This design comes from an exercise in tuning for small area and a short achievable clock period on the open sky130 flow, not from production work. No functional check of the RTL was part of any run shown here.

==> flow/design.v, too long to show whole: its modules and the start of the top module <==
// module full_adder: 9 lines
// module half_adder: 8 lines
// module DaddaKS_16bitMAC: 1716 lines
// module bxor: 3 lines
// module bxnor: 3 lines
// module band: 3 lines
// module bnor: 3 lines
// module bandn: 3 lines
// module bor: 3 lines
// module born: 3 lines
// module aoi21: 3 lines
// module oai21: 3 lines
// module nand2: 3 lines
// module nor2: 3 lines
module DaddaKS_16bitMAC(
    input [15:0] a,
    input [15:0] b,
    input clk,
    input rst,
    input cin,
    output reg [31:0] out,
    output cout
);
  // ...
==> flow/flow/run.sh <==
#!/bin/bash
# The standard layout (the standard.sh) with these ORFS settings on top of config.mk's:
#   SETUP_SLACK_MARGIN=6 'BUFFER_PORTS_ARGS=-buffer_cell sky130_fd_sc_hd__buf_1' 'CTS_ARGS=-sink_clustering_enable -repair_clock_nets -buf_list sky130_fd_sc_hd__clkbuf_8 -dont_use_dummy_load'
# and one extra step after global placement: downsize.tcl gives every cell the smallest
# drive strength that keeps the worst setup slack (area recovery; synthesis maps the
# one-gate modules to needlessly large cells).  Each tool's output is in its own log.
set -euo pipefail
bash standard.sh SETUP_SLACK_MARGIN=6 'BUFFER_PORTS_ARGS=-buffer_cell sky130_fd_sc_hd__buf_1' 'CTS_ARGS=-sink_clustering_enable -repair_clock_nets -buf_list sky130_fd_sc_hd__clkbuf_8 -dont_use_dummy_load' place > standard_place.log 2>&1
R=$PWD/orfs/results/sky130hd/DaddaKS_16bitMAC/base
DS_ODB=$R/3_place.odb DS_SDC=$R/3_place.sdc DS_TARGET=6.3 \
  DS_LIB=$FLOW_HOME/platforms/sky130hd/lib/sky130_fd_sc_hd__tt_025C_1v80.lib \
  DS_PLATFORM_DIR=$FLOW_HOME/platforms/sky130hd \
  openroad -no_init -exit flow/downsize.tcl > downsize.log 2>&1
bash standard.sh SETUP_SLACK_MARGIN=6 'BUFFER_PORTS_ARGS=-buffer_cell sky130_fd_sc_hd__buf_1' 'CTS_ARGS=-sink_clustering_enable -repair_clock_nets -buf_list sky130_fd_sc_hd__clkbuf_8 -dont_use_dummy_load' finish > standard_finish.log 2>&1
==> flow/flow/downsize.tcl <==
# Area recovery: give each cell the smallest drive strength of its kind that keeps the
# design's worst setup slack at least DS_TARGET (or the slack it had, if that is lower).
# Reads and rewrites the ODB given in DS_ODB; DS_SDC is its SDC.
read_db $::env(DS_ODB)
read_liberty $::env(DS_LIB)
read_sdc $::env(DS_SDC)
source $::env(DS_PLATFORM_DIR)/setRC.tcl
if {[info exists ::env(DS_PROP)] && $::env(DS_PROP)} { set_propagated_clock [all_clocks] }
estimate_parasitics -placement
set wns0 [sta::worst_slack -max]
set target [expr {min($wns0, $::env(DS_TARGET))}]
puts "downsize: worst slack $wns0, target $target"
set area0 0.0
set saved 0.0
set n 0
set insts [get_cells *]
foreach inst $insts {
  set m [get_property $inst ref_name]
  if {![regexp {^(sky130_fd_sc_hd__[a-z0-9]+)_([0-9]+)$} $m -> base size]} { continue }
  if {[string match *df* $base] || [string match *tap* $base] || [string match *conb* $base] || [string match *clkbuf* $base]} { continue }
  set cands {}
  foreach lc [get_lib_cells */${base}_*] {
    set nm [get_property $lc name]
    if {[regexp "^${base}_(\[0-9\]+)\$" $nm -> s2] && $s2 < $size} { lappend cands [list $s2 $nm] }
  }
  if {![llength $cands]} { continue }
  set cands [lsort -integer -index 0 $cands]
  foreach c $cands {
    set nm [lindex $c 1]
    replace_cell $inst $nm
    if {[sta::worst_slack -max] >= $target} {
      incr n
      puts "downsize: [get_full_name $inst] $m -> $nm"
      break
    }
    replace_cell $inst $m
  }
}
puts "downsize: resized $n cells, worst slack now [sta::worst_slack -max]"
report_design_area
write_db $::env(DS_ODB)
==> flow/standard.sh <==
#!/bin/bash
# synth_recipe.tcl (not shown) runs the flow's synth.tcl, then flattens the netlist and writes it again
# the make line also repeats each setting of config.mk as NAME=value (left out here)
make -C /OpenROAD-flow-scripts/flow DESIGN_CONFIG=/design/flow/config.mk WORK_HOME=/design/flow/orfs CLKGATE_MAP_FILE= SYNTH_SCRIPT=/design/flow/synth_recipe.tcl "${@:-finish}"
==> flow/config.mk <==
export PLATFORM = sky130hd
export DESIGN_NAME = DaddaKS_16bitMAC
export DESIGN_NICKNAME = DaddaKS_16bitMAC
export VERILOG_FILES = /design/flow/design.v
export SDC_FILE = /design/flow/constraint.sdc
export NUM_CORES = 4
export LEC_CHECK = 0
export CAP_MARGIN = 20
export CORE_MARGIN = 2
export CORE_UTILIZATION = 40
export SETUP_SLACK_MARGIN = 5
export SLEW_MARGIN = 20
export SYNTH_HIERARCHICAL = 1
==> flow/constraint.sdc <==
create_clock -name core_clock -period 17.0 [get_ports {clk}]
set_input_delay 3.4000 -clock core_clock [delete_from_list [all_inputs] [get_ports {clk}]]
set_output_delay 3.4000 -clock core_clock [all_outputs]
set_load 0.01 [all_outputs]
==> out/metrics.yaml, run 1 <==
route:
  wl_met1_microns: 9290
  vias_cell: 5.06
  top_layer_used: "met4"
global_routing:
  grt_antenna_before_repair: 0
  global_route.usage.met2_pct: 34.1
  grt_pass1_vias: 6483
  grt_overflow: 0
finish:
  postLayoutCellArea_sq_mm: 0.00890
  bufAreaShareNonClock_pct: 7.45
  multi_input_area_share_pct: 77.9
  antenna-diode-count: 0
  num-multi-input-gates: 710
  seq_area_sq_um: 801
setup_path:
  critical_path_peak_fanout: 16
  critPathLaunchType: "input port"
die:
  ioPinCount: 68
yosys:
  synth_compound_area_share_pct: 5.00
  synthesized_netlist_cell_count: 830
  mappedNetlistArea_sq_mm: 0.00863
  synth.ff_latch_count: 32
  yosys-top-cells-area: "sky130_fd_sc_hd__fa_1 52%, sky130_fd_sc_hd__nand2_1 12%, sky130_fd_sc_hd__dfrtp_1 9.3%, sky130_fd_sc_hd__buf_6 8.1%, sky130_fd_sc_hd__xor2_1 5.8%"
outcome:
  result_of_the_run: "complete, no violations"
place:
  post-dp-hpwl_microns: 16800
  place_area_sq_mm: 0.00857
  gp_routability_congestion: 0.854
worst_hold_path:
  min_delay_worst_endpoint: "out[0]$_DFF_PP0_"
sta:
  tightestPinTransition_ps: 740
==> inputs of run 2 (changes only) <==
--- a/flow/design.v
+++ b/flow/design.v
@@ -794,20 +794,18 @@
 wire p_7;
 wire g_7;
 wire p_8;
 wire g_8;
 wire p_9;
 wire g_9;
 wire p_10;
 wire g_10;
-wire t_10;
 wire p_11;
 wire g_11;
-wire t_11;
 wire p_12;
 wire g_12;
 wire t_12;
 wire p_13;
 wire g_13;
 wire t_13;
 wire p_14;
 wire g_14;
@@ -839,20 +837,18 @@
 wire p_23;
 wire g_23;
 wire t_23;
 wire p_24;
 wire g_24;
 wire t_24;
 wire p_25;
 wire g_25;
-wire t_25;
 wire p_26;
 wire g_26;
-wire t_26;
 wire p_27;
 wire g_27;
 wire p_28;
 wire g_28;
 wire p_29;
 wire g_29;
 wire p_30;
 wire g_30;
@@ -1531,20 +1527,18 @@
 bxor px7 (.a(c448), .b(s449), .y(p_7));
 bnor pg7 (.a(c448), .b(s449), .y(g_7));
 bxor px8 (.a(c450), .b(s451), .y(p_8));
 bnor pg8 (.a(c450), .b(s451), .y(g_8));
 bxor px9 (.a(c452), .b(s453), .y(p_9));
 bnor pg9 (.a(c452), .b(s453), .y(g_9));
 bxor px10 (.a(c454), .b(s455), .y(p_10));
 bnor pg10 (.a(c454), .b(s455), .y(g_10));
-nand2 pt10 (.a(c454), .b(s455), .y(t_10));
 bxor px11 (.a(c456), .b(s457), .y(p_11));
 bnor pg11 (.a(c456), .b(s457), .y(g_11));
-nand2 pt11 (.a(c456), .b(s457), .y(t_11));
 bxor px12 (.a(c458), .b(s459), .y(p_12));
 bnor pg12 (.a(c458), .b(s459), .y(g_12));
 nand2 pt12 (.a(c458), .b(s459), .y(t_12));
 bxor px13 (.a(c460), .b(s461), .y(p_13));
 bnor pg13 (.a(c460), .b(s461), .y(g_13));
 nand2 pt13 (.a(c460), .b(s461), .y(t_13));
 bxor px14 (.a(c462), .b(s463), .y(p_14));
 bnor pg14 (.a(c462), .b(s463), .y(g_14));
@@ -1576,20 +1570,18 @@
 bxor px23 (.a(c480), .b(s481), .y(p_23));
 bnor pg23 (.a(c480), .b(s481), .y(g_23));
 nand2 pt23 (.a(c480), .b(s481), .y(t_23));
 bxor px24 (.a(c482), .b(s483), .y(p_24));
 bnor pg24 (.a(c482), .b(s483), .y(g_24));
 nand2 pt24 (.a(c482), .b(s483), .y(t_24));
 bxor px25 (.a(c484), .b(s485), .y(p_25));
 bnor pg25 (.a(c484), .b(s485), .y(g_25));
-nand2 pt25 (.a(c484), .b(s485), .y(t_25));
 bxor px26 (.a(c486), .b(s487), .y(p_26));
 bnor pg26 (.a(c486), .b(s487), .y(g_26));
-nand2 pt26 (.a(c486), .b(s487), .y(t_26));
 bxor px27 (.a(c488), .b(s489), .y(p_27));
 bnor pg27 (.a(c488), .b(s489), .y(g_27));
 bxor px28 (.a(c490), .b(s491), .y(p_28));
 bnor pg28 (.a(c490), .b(s491), .y(g_28));
 bxor px29 (.a(c492), .b(s493), .y(p_29));
 bnor pg29 (.a(c492), .b(s493), .y(g_29));
 bxor px30 (.a(c494), .b(s496), .y(p_30));
 bnor pg30 (.a(c494), .b(s496), .y(g_30));
@@ -1601,34 +1593,34 @@
 aoi21 uG3_2_499 (.a(p_3), .b(g_2), .c(g_3), .y(G3_2_499));
 nand2 uP3_2_500 (.a(p_3), .b(p_2), .y(P3_2_500));
 aoi21 uG5_4_501 (.a(p_5), .b(g_4), .c(g_5), .y(G5_4_501));
 nand2 uP5_4_502 (.a(p_5), .b(p_4), .y(P5_4_502));
 aoi21 uG7_6_503 (.a(p_7), .b(g_6), .c(g_7), .y(G7_6_503));
 nand2 uP7_6_504 (.a(p_7), .b(p_6), .y(P7_6_504));
 aoi21 uG9_8_505 (.a(p_9), .b(g_8), .c(g_9), .y(G9_8_505));
 nand2 uP9_8_506 (.a(p_9), .b(p_8), .y(P9_8_506));
-aoi21 uG11_10_507 (.a(t_11), .b(g_10), .c(g_11), .y(G11_10_507));
-nand2 uP11_10_508 (.a(t_11), .b(t_10), .y(P11_10_508));
+aoi21 uG11_10_507 (.a(p_11), .b(g_10), .c(g_11), .y(G11_10_507));
+nand2 uP11_10_508 (.a(p_11), .b(p_10), .y(P11_10_508));
 aoi21 uG13_12_509 (.a(t_13), .b(g_12), .c(g_13), .y(G13_12_509));
 nand2 uP13_12_510 (.a(t_13), .b(t_12), .y(P13_12_510));
 aoi21 uG15_14_511 (.a(t_15), .b(g_14), .c(g_15), .y(G15_14_511));
 nand2 uP15_14_512 (.a(t_15), .b(t_14), .y(P15_14_512));
 aoi21 uG17_16_513 (.a(t_17), .b(g_16), .c(g_17), .y(G17_16_513));
 nand2 uP17_16_514 (.a(t_17), .b(t_16), .y(P17_16_514));
 aoi21 uG19_18_515 (.a(t_19), .b(g_18), .c(g_19), .y(G19_18_515));
 nand2 uP19_18_516 (.a(t_19), .b(t_18), .y(P19_18_516));
 aoi21 uG21_20_517 (.a(t_21), .b(g_20), .c(g_21), .y(G21_20_517));
 nand2 uP21_20_518 (.a(t_21), .b(t_20), .y(P21_20_518));
 aoi21 uG23_22_519 (.a(t_23), .b(g_22), .c(g_23), .y(G23_22_519));
 nand2 uP23_22_520 (.a(t_23), .b(t_22), .y(P23_22_520));
-aoi21 uG25_24_521 (.a(t_25), .b(g_24), .c(g_25), .y(G25_24_521));
-nand2 uP25_24_522 (.a(t_25), .b(t_24), .y(P25_24_522));
+aoi21 uG25_24_521 (.a(p_25), .b(g_24), .c(g_25), .y(G25_24_521));
+nand2 uP25_24_522 (.a(p_25), .b(t_24), .y(P25_24_522));
 aoi21 uG27_26_523 (.a(p_27), .b(g_26), .c(g_27), .y(G27_26_523));
-nand2 uP27_26_524 (.a(p_27), .b(t_26), .y(P27_26_524));
+nand2 uP27_26_524 (.a(p_27), .b(p_26), .y(P27_26_524));
 aoi21 uG29_28_525 (.a(p_29), .b(g_28), .c(g_29), .y(G29_28_525));
 nand2 uP29_28_526 (.a(p_29), .b(p_28), .y(P29_28_526));
 aoi21 uG31_30_527 (.a(p_31), .b(g_30), .c(g_31), .y(G31_30_527));
 nand2 uP31_30_528 (.a(p_31), .b(p_30), .y(P31_30_528));
 oai21 uG3_0_529 (.a(P3_2_500), .b(G1_0_498), .c(G3_2_499), .y(G3_0_529));
 oai21 uG7_4_530 (.a(P7_6_504), .b(G5_4_501), .c(G7_6_503), .y(G7_4_530));
 nor2 uP7_4_531 (.a(P7_6_504), .b(P5_4_502), .y(P7_4_531));
 oai21 uG11_8_532 (.a(P11_10_508), .b(G9_8_505), .c(G11_10_507), .y(G11_8_532));
@@ -1671,27 +1663,27 @@
 oai21 uG25_0_569 (.a(P25_24_522), .b(gi568), .c(G25_24_521), .y(G25_0_569));
 oai21 uG29_0_570 (.a(P29_28_526), .b(G27_0_560), .c(G29_28_525), .y(G29_0_570));
 assign gi571 = ~G1_0_498;
 aoi21 uG2_0_572 (.a(p_2), .b(gi571), .c(g_2), .y(G2_0_572));
 aoi21 uG4_0_573 (.a(p_4), .b(G3_0_529), .c(g_4), .y(G4_0_573));
 aoi21 uG6_0_574 (.a(p_6), .b(G5_0_562), .c(g_6), .y(G6_0_574));
 assign gi575 = ~G7_0_544;
 aoi21 uG8_0_576 (.a(p_8), .b(gi575), .c(g_8), .y(G8_0_576));
-aoi21 uG10_0_577 (.a(t_10), .b(G9_0_563), .c(g_10), .y(G10_0_577));
+aoi21 uG10_0_577 (.a(p_10), .b(G9_0_563), .c(g_10), .y(G10_0_577));
 assign gi578 = ~G11_0_558;
 aoi21 uG12_0_579 (.a(t_12), .b(gi578), .c(g_12), .y(G12_0_579));
 aoi21 uG14_0_580 (.a(t_14), .b(G13_0_564), .c(g_14), .y(G14_0_580));
 aoi21 uG16_0_581 (.a(t_16), .b(G15_0_551), .c(g_16), .y(G16_0_581));
 aoi21 uG18_0_582 (.a(t_18), .b(G17_0_566), .c(g_18), .y(G18_0_582));
 assign gi583 = ~G19_0_559;
 aoi21 uG20_0_584 (.a(t_20), .b(gi583), .c(g_20), .y(G20_0_584));
 aoi21 uG22_0_585 (.a(t_22), .b(G21_0_567), .c(g_22), .y(G22_0_585));
 aoi21 uG24_0_586 (.a(t_24), .b(G23_0_556), .c(g_24), .y(G24_0_586));
-aoi21 uG26_0_587 (.a(t_26), .b(G25_0_569), .c(g_26), .y(G26_0_587));
+aoi21 uG26_0_587 (.a(p_26), .b(G25_0_569), .c(g_26), .y(G26_0_587));
 assign gi588 = ~G27_0_560;
 aoi21 uG28_0_589 (.a(p_28), .b(gi588), .c(g_28), .y(G28_0_589));
 aoi21 uG30_0_590 (.a(p_30), .b(G29_0_570), .c(g_30), .y(G30_0_590));
 assign sum_0 = p_0;
 bxor sx1 (.a(p_1), .b(g_0), .y(sum_1));
 bxnor sx2 (.a(p_2), .b(G1_0_498), .y(sum_2));
 bxnor sx3 (.a(p_3), .b(G2_0_572), .y(sum_3));
 bxor sx4 (.a(p_4), .b(G3_0_529), .y(sum_4));
==> out/metrics.yaml, run 2 <==
finish:
  layout.cells.most_common: "sky130_fd_sc_hd__nand2_1"
  mostFrequentLayoutCells: "279 x sky130_fd_sc_hd__nand2_1, 215 x sky130_fd_sc_hd__fa_1, 56 x sky130_fd_sc_hd__xor2_1"
  biggestRegsByFlops: "out (32)"
  postLayoutCoreUtil_pct: 42.5
  regMostFlops: "out"
  largest_register_ff_count: 32
  layout_stage_area_growth_over_the_synthesis_result_pct: 3.76
  finalNonFillerCells: 1132
  drive_gt1_share_pct: 10.3
  antenna-diode-count: 0  # unchanged
  postLayoutCellArea_sq_mm: 0.00897  # +0.77%
  design.final.nets: 1119
global_routing:
  grt_antenna_before_repair: 0  # unchanged
  grt_overflow: 0  # unchanged
  grt_max_degree: 33
  grt.total_usage_pct: 21.0
  grt_pass1_vias: 6308  # -2.7%
  grt_pass1_wl_microns: 35600
clocking:
  num_cts_buffers: 5
  clock_path_buffers: 2
  tritoncts: "done"
  ctsRootBufferMaster: "sky130_fd_sc_hd__clkbuf_8"
  count_of_hold_fix_buffers_inserted_at_cts: 0
  clock-sinks: 32
  cts-htree-levels: 2
  clkLatencyLatePin_ps: 320
  clkTransAtPathRegs_ps: 80
sta:
  setup_viol_count_final: 0
  final.setup.worst_slack_ps: 6030
  max_clock_freq_ghz: 0.0912
  max-slew-margin-rel_pct: 52.6
  final_period_utilization_pct: 64.5
  final_hold_viol_count: 0
  hold_ws_ps: 668
  setup-tns-final_ps: 0
  finalClockSkew_ps: 16.3
  slew_violations: 0
  rsz0062_at_grt: "yes"
  min_period_ps: 10970
  tightestPinTransition_ps: 710  # -29.6 ps
worst_hold_path:
  min_path_type: "reg -> reg"
yosys:
  syn_avg_cell_area_sq_um: 10.5
  ys.flop_type: "sky130_fd_sc_hd__dfrtp_1"
  synth_enable_flop_cells: 0
  synth_sequential_area_ratio_pct: 9.26
  ys.warnings.count: 7
  synthesis.nets: 1086
  synth.ff_latch_count: 32  # unchanged
  synthesized_netlist_cell_count: 826  # -0.48%
  synthDominantCellAreaShare_pct: 52.1
  async_reset_ff_share_pct: 100
  netlist.top_cell.by_area: "sky130_fd_sc_hd__fa_1"
  yosys-top-cells-area: "sky130_fd_sc_hd__fa_1 52%, sky130_fd_sc_hd__nand2_1 12%, sky130_fd_sc_hd__dfrtp_1 9.3%, sky130_fd_sc_hd__buf_6 7.8%, sky130_fd_sc_hd__xor2_1 5.8%"
  synth.most_common_cell: "sky130_fd_sc_hd__nand2_1"
  netlist_top_cells_count: "273 x sky130_fd_sc_hd__nand2_1, 225 x sky130_fd_sc_hd__fa_1, 60 x sky130_fd_sc_hd__buf_6"
  post_synth_num_cell_types: 16
  mappedNetlistArea_sq_mm: 0.00864  # +0.12%
place:
  gp_routability_congestion: 0.874  # +2.3%
  io_buffers: 67
  dp.cells: 1113
  place_area_sq_mm: 0.00857  # about the same
  post-dp-hpwl_microns: 17000  # +1.2%
  dpl_worst_slack_ps: 5010
setup_path:
  critPathLaunchType: "input port"
  arrival_ps: 7570
  setup.worst_path.end_class: "primary output"
  critical_path_peak_fanout: 16  # unchanged
  worst-endpoint-required_ps: 13600
  critPathKind: "in -> out"
  r2r_setup_slack_ps: 11630
route:
  finalWirelength_microns: 21900
  antenna_violating_nets_left: 0
  vias_cell: 5.08  # +0.41%
  vias: 5753
  drt_iter0_drc: 338
  drt_pass1_iterations: 5
  routed_wire_length_per_instance_microns: 19.3
  drc: 0
die:
  ioPinCount: 68  # unchanged
  floorplan.die.width_microns: 151
  design.die.area_sq_mm: 0.0228
  fp.dieH_microns: 151
  area_of_the_core_sq_mm: 0.0211
  floorplan.initialDensity_pct: 41.0
  std_cell_rows: 53
flow_run:
  cap_viol_max_count: 0
outcome:
  result_of_the_run: "complete, no violations"
[run 2: changes by cell type in the layout (fill, tap and decap cells not counted), sizes merged]
cell,delta
clkbuf,+3
nand2,-4
buf,-9
clkdlybuf4s15,-1
[run 2: kinds of logic (layout without fill, tap and decap cells)]
| family | Yosys count | after routing | share of synthesized area (%) |
|---|---|---|---|
| buffers and inverters | 88 | 119 | 9.61 |
| xor gates and xnor gates | 80 | 80 | 8.11 |
| and+or+nand+nor | 343 | 343 | 15.9 |
| other | 1 | 1 | 0.0434 |
| DFF | 32 | 32 | 9.26 |
| adders and majority gates | 225 | 225 | 52.1 |
| AOI/OAI and AO/OA | 57 | 57 | 4.99 |
[run 2: path summary, 6_finish.rpt]
path                              startpoint                end  cells past startpoint
max                                     a[4]               cout                     16
min                        out[31]$_DFF_PP0_  out[31]$_DFF_PP0_                      2
max reg2reg                out[14]$_DFF_PP0_  out[31]$_DFF_PP0_                     18
min reg2reg                out[31]$_DFF_PP0_  out[31]$_DFF_PP0_                      2
max in group asynchronous                rst  out[22]$_DFF_PP0_                      4
min in group asynchronous                rst   out[7]$_DFF_PP0_                      3
[run 2: area by class of cell]
cell class / instances / area [sq um]
fill: 2088 / 12100
timing repair buffer: 90 / 688
tap: 275 / 344
multi-input combinational: 706 / 6980
sequential: 32 / 801
clock buffer: 5 / 68.8
inverter: 24 / 90.1
[run 2: per-module statistics from Yosys, one instance, submodules excluded, a selection]
module | times used | area, sq um | cells | flops+latches
bandn | 1 | 13.8 | 1 | 0
nor2 | 8 | 3.75 | 1 | 0
DaddaKS_16bitMAC | 1 | 2630 | 377 | 32
born | 15 | 6.26 | 1 | 0
bxor | 57 | 8.76 | 1 | 0
aoi21 | 39 | 8.76 | 1 | 0
bnor | 31 | 3.75 | 1 | 0
bxnor | 23 | 8.76 | 1 | 0
nand2 | 32 | 3.75 | 1 | 0
full_adder | 225 | 20.0 | 1 | 0
[run 2: repair_timing]
action / 4_1_cts / 5_1_grt
endpoints found under the setup margin: 1 / 1
pin swaps: 3 / 21
resized for setup: 163 / 57
setup buffers: 4 / 9
[run 2: worst max-delay path, cell delays in order]
cell and delay (ps):
sky130_fd_sc_hd__buf_6 160, sky130_fd_sc_hd__nand2_1 100, sky130_fd_sc_hd__fa_1 530, sky130_fd_sc_hd__fa_2 560
sky130_fd_sc_hd__fa_1 420, sky130_fd_sc_hd__fa_1 400, sky130_fd_sc_hd__fa_1 430, sky130_fd_sc_hd__fa_1 530
sky130_fd_sc_hd__nor2_1 250, sky130_fd_sc_hd__a21oi_4 110, sky130_fd_sc_hd__o21ai_4 100, sky130_fd_sc_hd__a21oi_2 80
sky130_fd_sc_hd__o21ai_1 160, sky130_fd_sc_hd__a21oi_2 50, sky130_fd_sc_hd__xnor2_1 130, sky130_fd_sc_hd__buf_2 150
[run 2: per-layer routing]
metal | global-route usage, % | vias up | wire length [microns]
met4 | 5.56 | 0 | 492
met5 | 0 | - | 0
met3 | 2.50 | 29 | 1240
li1 | - | 2517 | -
met2 | 35.7 | 190 | 11200
met1 | 28.6 | 3017 | 8950

[separate check: timing with driven ports]
In the flow no input, the clock included, has a driving cell. The finished layouts below were timed again as built, in two steps. Step 1 (the two cells are an assumption about what drives the block):
set clk [get_ports {clk}]
set_driving_cell -lib_cell sky130_fd_sc_hd__clkbuf_16 $clk
set_driving_cell -lib_cell sky130_fd_sc_hd__buf_2 [delete_from_list [all_inputs] $clk]
Step 2, shift: input delay + t, output delay - t, t = (earliest + latest rising clock arrival at the registers) / 2. This alone moves slack from input paths to output paths. Three values: ideal, step 1, step 2; two values: the first two.
run	shift t [ns]	setup WS [ns]	worst setup path at the end
run 1	0.358	6.031 / 5.984 / 5.984	input to output
run 2	0.356	6.032 / 5.965 / 5.965	input to output
After both steps setup and hold are still met in every run listed. The setup slack of run 2, which loses most, moves by -0.067 ns with the drivers and by -0.067 ns with both steps.
